This is an optimization exercise on Yosys and OpenROAD, whose aim is small area and a short achievable clock period, not a production implementation.
Only simulation tests tie the RTL to the original design; equivalence was not proved.
Power is estimated from default activity; no workload was simulated.

==> flow/design.v <==
module cam_xnor2 (input logic a, b, output logic y);
  assign y = ~(a ^ b);
endmodule
module cam_nand4 (input logic a, b, c, d, output logic y);
  assign y = ~(a & b & c & d);
endmodule
module cam_nand2 (input logic a, b, output logic y);
  assign y = ~(a & b);
endmodule
module cam_nor3 (input logic a, b, c, output logic y);
  assign y = ~(a | b | c);
endmodule
module cam_nor2 (input logic a, b, output logic y);
  assign y = ~(a | b);
endmodule
module cam_or2 (input logic a, b, output logic y);
  assign y = a | b;
endmodule
module cam_and2 (input logic a, b, output logic y);
  assign y = a & b;
endmodule
module cam_dec2 (input logic [1:0] a, output logic [3:0] y);
  always_comb for (int n=0; n<4; n++) y[n] = (a == n);
endmodule
module cam_dec3 (input logic en, input logic [2:0] a, output logic [7:0] y);
  always_comb for (int n=0; n<8; n++) y[n] = en & (a == n);
endmodule
module cam_hold (input logic q, d, we, we_n, output logic y);
  assign y = (we & d) | (we_n & q);
endmodule
module cam_match (
  input  logic [31:0] entry,
  input  logic        off,
  input  logic [31:0] key,
  output logic        miss,
  output logic        miss_h
);
  logic [31:0] eq;
  logic [7:0]  ne4;
  logic [3:0]  eq8;
  genvar j;
  generate
    for (j=0; j<32; j++) begin : bit_gen
      cam_xnor2 u_x (.a(entry[j]), .b(key[j]), .y(eq[j]));
    end
    for (j=0; j<8; j++) begin : n4_gen
      cam_nand4 u_n (.a(eq[4*j]), .b(eq[4*j+1]), .c(eq[4*j+2]), .d(eq[4*j+3]), .y(ne4[j]));
    end
    for (j=1; j<4; j++) begin : e8_gen
      cam_nor2 u_e (.a(ne4[2*j]), .b(ne4[2*j+1]), .y(eq8[j]));
    end
  endgenerate
  cam_nor3 u_e0 (.a(ne4[0]), .b(ne4[1]), .c(off), .y(eq8[0]));
  cam_nand4 u_m (.a(eq8[0]), .b(eq8[1]), .c(eq8[2]), .d(eq8[3]), .y(miss));
  cam_nand4 u_mh (.a(eq8[0]), .b(eq8[1]), .c(eq8[2]), .d(eq8[3]), .y(miss_h));
endmodule
module cam_any16 (
  input  logic [15:0] miss,
  output logic        y
);
  logic [3:0] any4;
  logic [1:0] none8;
  genvar j;
  generate
    for (j=0; j<4; j++) begin : a_gen
      cam_nand4 u_a (.a(miss[4*j]), .b(miss[4*j+1]), .c(miss[4*j+2]), .d(miss[4*j+3]), .y(any4[j]));
    end
    for (j=0; j<2; j++) begin : n_gen
      cam_nor2 u_n (.a(any4[2*j]), .b(any4[2*j+1]), .y(none8[j]));
    end
  endgenerate
  cam_nand2 u_y (.a(none8[0]), .b(none8[1]), .y(y));
endmodule
module cam_any32 (
  input  logic [31:0] miss,
  output logic        y
);
  logic [7:0] any4;
  logic [3:0] none8;
  genvar j;
  generate
    for (j=0; j<8; j++) begin : a_gen
      cam_nand4 u_a (.a(miss[4*j]), .b(miss[4*j+1]), .c(miss[4*j+2]), .d(miss[4*j+3]), .y(any4[j]));
    end
    for (j=0; j<4; j++) begin : n_gen
      cam_nor2 u_n (.a(any4[2*j]), .b(any4[2*j+1]), .y(none8[j]));
    end
  endgenerate
  cam_nand4 u_y (.a(none8[0]), .b(none8[1]), .c(none8[2]), .d(none8[3]), .y(y));
endmodule
module cam_core #(
  parameter DATA_WIDTH = 32,
  parameter ADDR_WIDTH = 5
  ) (
  input  logic                  clk,
  input  logic                  reset,
  input  logic                  cam_we,
  input  logic [ADDR_WIDTH-1:0] cam_addr,
  input  logic [DATA_WIDTH-1:0] cam_data,
  input  logic                  cam_valid,
  input  logic [DATA_WIDTH-1:0] lookup_data,
  output logic [ADDR_WIDTH-1:0] lookup_addr,
  output logic                  lookup_hit
);
  localparam ADDR_DEPTH = 2**ADDR_WIDTH;
  logic [DATA_WIDTH-1:0] lookup_table [ADDR_DEPTH];
  logic [ADDR_DEPTH-1:0] lookup_inval;
  logic [ADDR_DEPTH-1:0] lookup_off;
  logic [ADDR_DEPTH-1:0] lookup_miss;
  logic [ADDR_DEPTH-1:0] lookup_miss_h;
  logic [ADDR_WIDTH-1:0] lookup_addr_d;
  logic                  lookup_hit_d;
  logic [3:0] dec_lo;
  logic [7:0] dec_hi;
  logic [ADDR_DEPTH-1:0] wsel, wsel_n;
  logic cam_valid_n;
  cam_dec2 u_dec_lo (.a(cam_addr[1:0]), .y(dec_lo));
  cam_dec3 u_dec_hi (.en(cam_we), .a(cam_addr[4:2]), .y(dec_hi));
  assign cam_valid_n = ~cam_valid;
  genvar i, k;
  generate for (i=0; i<ADDR_DEPTH; i++) begin : store_gen
    logic [DATA_WIDTH-1:0] nxt;
    logic inval_nxt;
    cam_and2  u_ws  (.a(dec_lo[i%4]), .b(dec_hi[i/4]), .y(wsel[i]));
    cam_nand2 u_wsn (.a(dec_lo[i%4]), .b(dec_hi[i/4]), .y(wsel_n[i]));
    for (k=0; k<DATA_WIDTH; k++) begin : bit_gen
      cam_hold u_h (.q(lookup_table[i][k]), .d(cam_data[k]), .we(wsel[i]), .we_n(wsel_n[i]), .y(nxt[k]));
    end
    always_ff @(posedge clk) begin
      lookup_table[i] <= nxt;
    end
    logic inval_hold;
    cam_hold u_vh (.q(lookup_inval[i]), .d(cam_valid_n), .we(wsel[i]), .we_n(wsel_n[i]), .y(inval_hold));
    cam_or2 u_vr (.a(inval_hold), .b(reset), .y(inval_nxt));
    always_ff @(posedge clk) begin
      lookup_inval[i] <= inval_nxt;
    end
  end endgenerate
  generate for (i=0; i<ADDR_DEPTH; i++) begin : lookup_gen
    cam_or2 u_off (.a(lookup_inval[i]), .b(reset), .y(lookup_off[i]));
    cam_match u_match (
      .entry(lookup_table[i]), .off(lookup_off[i]), .key(lookup_data),
      .miss(lookup_miss[i]), .miss_h(lookup_miss_h[i])
    );
  end endgenerate
  generate for (k=0; k<ADDR_WIDTH; k++) begin : enc_gen
    logic [15:0] sel;
    for (i=0; i<16; i++) begin : sel_gen
      localparam int IDX = ((i >> k) << (k+1)) | (1 << k) | (i & ((1 << k) - 1));
      assign sel[i] = lookup_miss[IDX];
    end
    cam_any16 u_or (.miss(sel), .y(lookup_addr_d[k]));
  end endgenerate
  cam_any32 u_hit (.miss(lookup_miss_h), .y(lookup_hit_d));
  always_ff @(posedge clk) begin
    lookup_addr <= lookup_addr_d;
    lookup_hit  <= lookup_hit_d;
  end
endmodule
Settings: LEC_CHECK=0, CAP_MARGIN=20, CORE_MARGIN=2, CORE_UTILIZATION=65, CTS_CLUSTER_DIAMETER=80, CTS_CLUSTER_SIZE=25, PLACE_DENSITY=0.75, SETUP_SLACK_MARGIN=1.4, SLEW_MARGIN=20, SYNTH_HIERARCHICAL=1; clock period 3.2 ns.
run.sh (not shown) runs the stock make flow with config.mk's settings and CLKGATE_MAP_FILE= SYNTH_SCRIPT=/design/flow/synth_recipe.tcl, a recipe that flattens the netlist after the stock synthesis.
The starting point ran to the end with no violations.
Change:
--- a/flow/design.v
+++ b/flow/design.v
@@ -53,41 +53,25 @@
   cam_nor3 u_e0 (.a(ne4[0]), .b(ne4[1]), .c(off), .y(eq8[0]));
   cam_nand4 u_m (.a(eq8[0]), .b(eq8[1]), .c(eq8[2]), .d(eq8[3]), .y(miss));
   cam_nand4 u_mh (.a(eq8[0]), .b(eq8[1]), .c(eq8[2]), .d(eq8[3]), .y(miss_h));
 endmodule
+module cam_none8 (
+  input  logic [7:0] miss,
+  output logic       none8
+);
+  logic [1:0] any4;
+  cam_nand4 u_a0 (.a(miss[0]), .b(miss[1]), .c(miss[2]), .d(miss[3]), .y(any4[0]));
+  cam_nand4 u_a1 (.a(miss[4]), .b(miss[5]), .c(miss[6]), .d(miss[7]), .y(any4[1]));
+  cam_nor2  u_n  (.a(any4[0]), .b(any4[1]), .y(none8));
+endmodule
 module cam_any16 (
   input  logic [15:0] miss,
   output logic        y
 );
-  logic [3:0] any4;
   logic [1:0] none8;
-  genvar j;
-  generate
-    for (j=0; j<4; j++) begin : a_gen
-      cam_nand4 u_a (.a(miss[4*j]), .b(miss[4*j+1]), .c(miss[4*j+2]), .d(miss[4*j+3]), .y(any4[j]));
-    end
-    for (j=0; j<2; j++) begin : n_gen
-      cam_nor2 u_n (.a(any4[2*j]), .b(any4[2*j+1]), .y(none8[j]));
-    end
-  endgenerate
+  cam_none8 u_n0 (.miss(miss[7:0]),  .none8(none8[0]));
+  cam_none8 u_n1 (.miss(miss[15:8]), .none8(none8[1]));
   cam_nand2 u_y (.a(none8[0]), .b(none8[1]), .y(y));
-endmodule
-module cam_any32 (
-  input  logic [31:0] miss,
-  output logic        y
-);
-  logic [7:0] any4;
-  logic [3:0] none8;
-  genvar j;
-  generate
-    for (j=0; j<8; j++) begin : a_gen
-      cam_nand4 u_a (.a(miss[4*j]), .b(miss[4*j+1]), .c(miss[4*j+2]), .d(miss[4*j+3]), .y(any4[j]));
-    end
-    for (j=0; j<4; j++) begin : n_gen
-      cam_nor2 u_n (.a(any4[2*j]), .b(any4[2*j+1]), .y(none8[j]));
-    end
-  endgenerate
-  cam_nand4 u_y (.a(none8[0]), .b(none8[1]), .c(none8[2]), .d(none8[3]), .y(y));
 endmodule
 module cam_core #(
   parameter DATA_WIDTH = 32,
   parameter ADDR_WIDTH = 5
@@ -107,10 +91,8 @@
   logic [ADDR_DEPTH-1:0] lookup_inval;
   logic [ADDR_DEPTH-1:0] lookup_off;
   logic [ADDR_DEPTH-1:0] lookup_miss;
   logic [ADDR_DEPTH-1:0] lookup_miss_h;
-  logic [ADDR_WIDTH-1:0] lookup_addr_d;
-  logic                  lookup_hit_d;
   logic [3:0] dec_lo;
   logic [7:0] dec_hi;
   logic [ADDR_DEPTH-1:0] wsel, wsel_n;
   logic cam_valid_n;
@@ -142,18 +124,27 @@
       .entry(lookup_table[i]), .off(lookup_off[i]), .key(lookup_data),
       .miss(lookup_miss[i]), .miss_h(lookup_miss_h[i])
     );
   end endgenerate
+  logic [1:0] addr_none_d [ADDR_WIDTH];
+  logic [1:0] addr_none_q [ADDR_WIDTH];
   generate for (k=0; k<ADDR_WIDTH; k++) begin : enc_gen
     logic [15:0] sel;
     for (i=0; i<16; i++) begin : sel_gen
       localparam int IDX = ((i >> k) << (k+1)) | (1 << k) | (i & ((1 << k) - 1));
       assign sel[i] = lookup_miss[IDX];
     end
-    cam_any16 u_or (.miss(sel), .y(lookup_addr_d[k]));
+    cam_none8 u_n0 (.miss(sel[7:0]),  .none8(addr_none_d[k][0]));
+    cam_none8 u_n1 (.miss(sel[15:8]), .none8(addr_none_d[k][1]));
+    always_ff @(posedge clk) begin
+      addr_none_q[k] <= addr_none_d[k];
+    end
+    cam_nand2 u_out (.a(addr_none_q[k][0]), .b(addr_none_q[k][1]), .y(lookup_addr[k]));
   end endgenerate
-  cam_any32 u_hit (.miss(lookup_miss_h), .y(lookup_hit_d));
+  logic [1:0] hit_any_d, hit_any_q;
+  cam_any16 u_hit0 (.miss(lookup_miss_h[15:0]),  .y(hit_any_d[0]));
+  cam_any16 u_hit1 (.miss(lookup_miss_h[31:16]), .y(hit_any_d[1]));
   always_ff @(posedge clk) begin
-    lookup_addr <= lookup_addr_d;
-    lookup_hit  <= lookup_hit_d;
+    hit_any_q <= hit_any_d;
   end
+  cam_or2 u_hit (.a(hit_any_q[0]), .b(hit_any_q[1]), .y(lookup_hit));
 endmodule
Result: Routed wire length drops by 9.3%; worst setup slack got worse by 0.17 ns; total power drops by 2.0%; worst hold slack improved by 0.083 ns; non-clock buffer count drops by 106; die area hardly moves; global-route usage drops by 4.6 points; cell area drops by 3.1%; area after synthesis stays flat; clock power drops by 3.6%; first-iteration DRC count drops by 9.5%; count of clock-buffer cells in the layout drops by 1; combinational power drops by 6.0%; sequential power is about the same.

## re-timing with driven ports
How much do the figures lean on ideal ports? The routed layouts below were timed once more, with nothing changed but the port constraints. Step 1 (the two cells are an assumption about what drives the block):
set clk [get_ports {clk}]
set_driving_cell -lib_cell sky130_fd_sc_hd__clkbuf_16 $clk
set_driving_cell -lib_cell sky130_fd_sc_hd__buf_2 [delete_from_list [all_inputs] $clk]
Step 2, shift: input delay + t, output delay - t, t = (earliest + latest rising clock arrival at the registers) / 2. This alone moves slack from input paths to output paths. Slacks: ideal / step 1 / step 2; pairs: ideal / step 1.
| run | t (ns) | setup slack, ns | worst slew at a driven data input, ns |
|---|---|---|---|
| the first run | 0.707 | 1.331 / 1.288 / 0.628 | 0.18 |
| the second run | 0.699 | 1.160 / 1.092 / 0.722 | 0.05 |
After both steps setup and hold are still met in every run listed. For the first run, which loses most, drivers alone change the setup slack by -0.043 ns; drivers and shift together by -0.703 ns.
